Source: an optimization exercise on an open RTL-to-GDS flow (aim: small area and a short achievable clock period). Production flows keep margins and buffers that such runs may drop.
Where RTL was checked, it was by simulation tests only, not by an equivalence proof against the original.

run 4:
==> flow/design.v <==
module fft_3_8 #(
 parameter DBW = 8,
 parameter CBW = 3) (
 input                  clk,
 input                  rstx,
 input                  clear,
 input      [  DBW-1:0] din,
 output reg [2*DBW-1:0] dout );
reg [2:0] cnt;
always @(posedge clk or negedge rstx)
  if (!rstx)      cnt <= 3'd0;
  else if (clear) cnt <= 3'd0;
  else            cnt <= cnt + 3'd1;
wire [2:0] cntn = clear ? 3'd0 : cnt + 3'd1;
wire [7:0] ph  = 8'd1 << cnt;
wire [7:0] phn = 8'd1 << cntn;                       
reg [7:0] din_r, sr1, sr2, sr3, sr4;
wire st1 = ph[5] | ph[6] | ph[7] | ph[0];
reg [7:0] opb;
always @(posedge clk) opb <= (ph[0] | ph[1]) ? sr1 : din;
wire [9:0] sum  = {{2{sr4[7]}}, sr4} + {{2{opb[7]}}, opb} + 10'd1;
wire [9:0] diff = {{2{sr4[7]}}, sr4} - {{2{opb[7]}}, opb} + 10'd1;
wire [7:0] s = sum[8:1];
wire       dsat = (sr4 == 8'h7f) && (opb == 8'h80);
wire [7:0] d = dsat ? 8'h7f : diff[8:1];
always @(posedge clk) begin
  din_r <= din;
  sr1   <= st1 ? s : din_r;
  sr2   <= sr1;
  sr3   <= sr2;
  sr4   <= sr3;
end
reg [7:0] d0, d1, d2, d3;       
reg [7:0] c0, c1, c4, c5;
always @(posedge clk) begin
  if (ph[5]) d0 <= d;
  if (ph[6]) d1 <= d;
  if (ph[7]) d2 <= d;
  if (ph[0]) d3 <= d;
  if (ph[1]) begin c0 <= s; c1 <= d; end
  if (ph[2]) begin c4 <= s; c5 <= d; end
end
reg        tneg;                   
always @(posedge clk) tneg <= phn[5] | phn[6];
wire [9:0] ta3  = {{2{d1[7]}}, d1} ^ {10{tneg}};
wire [9:0] ta7  = ~{{2{d3[7]}}, d3};
wire [1:0] tk   = tneg ? (2'd2 - d1[0] + d3[0]) : (2'd1 + d1[0] + d3[0]);
wire [9:0] t2   = ta3 + ta7 + {8'd0, tk};
reg  [8:0] t;
always @(posedge clk) t <= t2[9:1];
wire [13:0] tx  = {{5{t[8]}}, t};
wire [13:0] q1 = tx << 5, q2 = tx << 3, q3 = tx << 2;
wire [13:0] ps1 = q1 ^ q2 ^ q3;
wire [13:0] pc1 = {(q1[12:0] & q2[12:0]) | (q1[12:0] & q3[12:0]) | (q2[12:0] & q3[12:0]), 1'b0};
wire [13:0] ps2 = ps1 ^ pc1 ^ tx;
wire [13:0] pc2 = {(ps1[12:0] & pc1[12:0]) | (ps1[12:0] & tx[12:0]) | (pc1[12:0] & tx[12:0]), 1'b0};
wire [13:0] p45 = ps2 + pc2;
reg [13:0] wp1, wp2;
reg [7:0]  wa1, wa5;
reg        we;
always @(posedge clk) begin
  if (ph[5]) begin wp1 <= p45; wa1 <= d0; wa5 <= d2; we <= d3[0]; end
  if (ph[6]) wp2 <= p45;
end
reg rA, rB, cx, nre, nim, nai, ken, kep, sat4;
always @(posedge clk or negedge rstx)
  if (!rstx) begin
    rA <= 1'b0; rB <= 1'b1; cx <= 1'b0; nre <= 1'b0; nim <= 1'b0; nai <= 1'b0;
    ken <= 1'b0; kep <= 1'b0;
  end else begin
    rA  <= phn[5] | phn[6];                       
    rB  <= phn[7] | phn[0];                       
    cx  <= phn[1] | phn[2] | phn[3] | phn[4];     
    nre <= phn[6] | phn[2] | phn[3];
    nim <= phn[7] | phn[2] | phn[4];
    nai <= phn[1] | phn[2];
    ken <= phn[3] & we;
    kep <= phn[4] & we;
  end
reg x4s;
always @(posedge clk) if (ph[3]) x4s <= (c0 == 8'h7f) && (c4 == 8'h80);
always @(posedge clk) sat4 <= x4s & phn[7];
wire [15:0] are = ({16{rA}} & {{2{c0[7]}}, c0, 6'd0})
                | ({16{rB}} & {{2{c1[7]}}, c1, 6'd0})
                | ({16{cx}} & {{3{wa1[7]}}, wa1, 5'd0});
wire [15:0] pre = (({16{rA}} & {{2{c4[7]}}, c4, 6'd0})
                |  ({16{cx}} & {{2{wp1[13]}}, wp1})) ^ {16{nre}};
wire [7:0] kre = (ken ? 8'd110 : kep ? 8'd19 : {7'd32, nre})
               + {2'd0, cx & wa1[0], 5'd0};
wire [15:0] aim = {16{cx}} & ({{3{wa5[7]}}, wa5, 5'd0} ^ {16{nai}});
wire [15:0] pim = (({16{rB}} & {{2{c5[7]}}, c5, 6'd0})
                |  ({16{cx}} & {{2{wp2[13]}}, wp2})) ^ {16{nim}};
wire [7:0] kim = (rA ? 8'd0 : ken ? 8'd19 : kep ? 8'd110
                 : 8'd64 + {6'd0, nai & nim, nai ^ nim})
               + {2'd0, cx & wa5[0], 5'd0};
wire [14:0] sre = are[14:0] ^ pre[14:0] ^ {7'd0, kre};
wire [14:0] cre = {(are[13:0] & pre[13:0]) | ((are[13:0] | pre[13:0]) & {6'd0, kre}), 1'b0};
wire [14:0] sim = aim[14:0] ^ pim[14:0] ^ {7'd0, kim};
wire [14:0] cim = {(aim[13:0] & pim[13:0]) | ((aim[13:0] | pim[13:0]) & {6'd0, kim}), 1'b0};
wire [13:0] lre = {1'b0, sre[12:0]} + {1'b0, cre[12:0]};
wire [13:0] lim = {1'b0, sim[12:0]} + {1'b0, cim[12:0]};
reg [5:0] hre_l, him_l;
reg [1:0] hre_s, hre_c, him_s, him_c;
reg       hre_k, him_k;
always @(posedge clk) begin
  hre_l <= lre[12:7]; hre_k <= lre[13]; hre_s <= sre[14:13]; hre_c <= cre[14:13];
  him_l <= lim[12:7]; him_k <= lim[13]; him_s <= sim[14:13]; him_c <= cim[14:13];
end
wire [1:0] tre = hre_s + hre_c + {1'b0, hre_k};
wire [1:0] tim = him_s + him_c + {1'b0, him_k};
wire [7:0] xre = sat4 ? 8'h7f : {tre, hre_l};
wire [7:0] xim = {tim, him_l};
always @(posedge clk) dout <= {xim, xre};
endmodule
Settings: LEC_CHECK=0, CAP_MARGIN=20, CORE_MARGIN=2, CORE_UTILIZATION=40, CTS_CLUSTER_DIAMETER=100, CTS_CLUSTER_SIZE=30, SETUP_SLACK_MARGIN=5, SLEW_MARGIN=20; clock period 9.5 ns.
standard.sh (not shown) runs the stock make flow with config.mk's settings and CLKGATE_MAP_FILE= SYNTH_SCRIPT=/design/flow/synth_recipe.tcl, a recipe that flattens the netlist after the stock synthesis.
==> flow/flow/run.sh <==
#!/bin/bash
set -euo pipefail
MARGIN=${MARGIN:-6}
sed "s/SETUP_SLACK_MARGIN=[0-9.]*/SETUP_SLACK_MARGIN=$MARGIN/" standard.sh > margin_flow.sh
bash margin_flow.sh > margin_flow.log 2>&1
The following lists how run 5 was set up differently from run 4:
==> flow/flow/run.sh <==
#!/bin/bash
set -euo pipefail
MARGIN=${MARGIN:-6.5}
sed "s/SETUP_SLACK_MARGIN=[0-9.]*/SETUP_SLACK_MARGIN=$MARGIN/" standard.sh > margin_flow.sh
bash margin_flow.sh > margin_flow.log 2>&1
[summary]
- Against run 4 as the reference, run 5 delivers a higher number of buffer and inverter instances along the worst setup path.
- Run 5 against run 4: final area up about 5.5%; number of buffers inserted to repair setup after CTS up 20; relative area change from synthesis to final layout up 6.0 points.
No functional check of the RTL was part of any run of this note.

Another version of the RTL of fft_3_8 (not shown whole).
For scale: about 27 I/O pins.
clock: 9.5 ns
lec_check: 0
cap_margin: 20
core_margin: 2
core_utilization: 40
cts_cluster_diameter: 100
cts_cluster_size: 30
setup_slack_margin: 5
slew_margin: 20
run.sh (not shown) runs the stock make flow with config.mk's settings and CLKGATE_MAP_FILE= SYNTH_SCRIPT=/design/flow/synth_recipe.tcl, a recipe that flattens the netlist after the stock synthesis.
Stock flow here: none of the scripts above is used.
Next try:
==> flow/flow/run.sh (new file) <==
#!/bin/bash
set -euo pipefail
MARGIN=${MARGIN:-8}
sed "s/SETUP_SLACK_MARGIN=[0-9.]*/SETUP_SLACK_MARGIN=$MARGIN/" standard.sh > margin_flow.sh
bash margin_flow.sh > margin_flow.log 2>&1
==> flow/standard.sh (new file) <==
#!/bin/bash
# synth_recipe.tcl (not shown) runs the flow's synth.tcl, then flattens the netlist and writes it again
# the make line also repeats each setting of config.mk as NAME=value (left out here)
make -C /OpenROAD-flow-scripts/flow DESIGN_CONFIG=/design/flow/config.mk WORK_HOME=/design/flow/orfs CLKGATE_MAP_FILE= SYNTH_SCRIPT=/design/flow/synth_recipe.tcl "${@:-finish}"
removed: flow/run.sh
Worst setup slack improves by 0.31 ns.
Cell count goes up by 7.0%.
Clock-buffer cell count goes down by 1.
Design area goes up by 19%.
Hold slack barely changes.
Synthesized area does not change.
Clock skew goes up by 0.0069 ns.
Next try:
==> flow/run.sh (new file) <==
#!/bin/bash
# synth_recipe.tcl (not shown) runs the flow's synth.tcl, then flattens the netlist and writes it again
# the make line also repeats each setting of config.mk as NAME=value (left out here)
make -C /OpenROAD-flow-scripts/flow DESIGN_CONFIG=/design/flow/config.mk WORK_HOME=/design/flow/orfs CLKGATE_MAP_FILE= SYNTH_SCRIPT=/design/flow/synth_recipe.tcl finish
--- a/flow/config.mk
+++ b/flow/config.mk
@@ -8,7 +8,6 @@
 export CAP_MARGIN = 20
 export CORE_MARGIN = 2
-export CORE_UTILIZATION = 40
-export CTS_CLUSTER_DIAMETER = 100
-export CTS_CLUSTER_SIZE = 30
+export CORE_UTILIZATION = 60
+export CTS_BUF_LIST = sky130_fd_sc_hd__clkbuf_4 sky130_fd_sc_hd__clkbuf_8
 export SETUP_SLACK_MARGIN = 5
 export SLEW_MARGIN = 20
removed: flow/flow/run.sh
removed: flow/standard.sh
After rerunning: Non-clock buffer count fell by 85. Global-route usage rose by 7.9 points. Cell area fell by 13%. Core utilization rose by 17 points. Worst setup slack is worse by 0.33 ns.
Next try:
==> flow/flow/run.sh (new file) <==
#!/bin/bash
set -euo pipefail
MARGIN=${MARGIN:-7}
sed "s/SETUP_SLACK_MARGIN=[0-9.]*/SETUP_SLACK_MARGIN=$MARGIN/" standard.sh > margin_flow.sh
bash margin_flow.sh > margin_flow.log 2>&1
==> flow/standard.sh (new file) <==
#!/bin/bash
# synth_recipe.tcl (not shown) runs the flow's synth.tcl, then flattens the netlist and writes it again
# the make line also repeats each setting of config.mk as NAME=value (left out here)
make -C /OpenROAD-flow-scripts/flow DESIGN_CONFIG=/design/flow/config.mk WORK_HOME=/design/flow/orfs CLKGATE_MAP_FILE= SYNTH_SCRIPT=/design/flow/synth_recipe.tcl "${@:-finish}"
--- a/flow/config.mk
+++ b/flow/config.mk
@@ -8,6 +8,7 @@
 export CAP_MARGIN = 20
 export CORE_MARGIN = 2
-export CORE_UTILIZATION = 60
-export CTS_BUF_LIST = sky130_fd_sc_hd__clkbuf_4 sky130_fd_sc_hd__clkbuf_8
+export CORE_UTILIZATION = 40
+export CTS_CLUSTER_DIAMETER = 100
+export CTS_CLUSTER_SIZE = 30
 export SETUP_SLACK_MARGIN = 5
 export SLEW_MARGIN = 20
removed: flow/run.sh
Result: Worst setup slack gets better by 0.36 ns; sequential share of layout area shrinks by 0.77 points; global-route usage shrinks by 8.3 points; non-clock buffer count grows by 34; final area grows by 2.4%; sequential cell count does not change.

## static timing again, ports no longer ideal
The results above use ideal ports. As a check the final layouts listed here were re-extracted and re-timed, cells and wires unchanged. Step 1 (the two cells are an assumption about what drives the block):
set clk [get_ports {clk}]
set_driving_cell -lib_cell sky130_fd_sc_hd__clkbuf_16 $clk
set_driving_cell -lib_cell sky130_fd_sc_hd__buf_2 [delete_from_list [all_inputs] $clk]
Step 2 times the ports against the registers' clock, not the clock port: input delays grow and output delays shrink by t, the midpoint of the rising clock arrivals with the driver on. Slacks: ideal ports / drivers / drivers and shift; pairs: ideal ports / drivers.
run	t (ns)	setup WS [ns]	worst data-port slew with drivers (ns)
run 4	0.496	6.267 / 6.246 / 6.267	0.03
run 5	0.504	6.547 / 6.508 / 6.301	0.03
the first run of note 2	0.508	6.241 / 6.236 / 6.122	0.07
the second run of note 2	0.520	6.556 / 6.556 / 6.556	0.10
the third run of note 2	0.554	6.225 / 6.218 / 6.110	0.05
the fourth run of note 2	0.520	6.587 / 6.587 / 6.507	0.08
After both steps setup and hold are still met in every run listed. For run 5, which loses most, drivers alone change the setup slack by -0.039 ns; drivers and shift together by -0.246 ns.
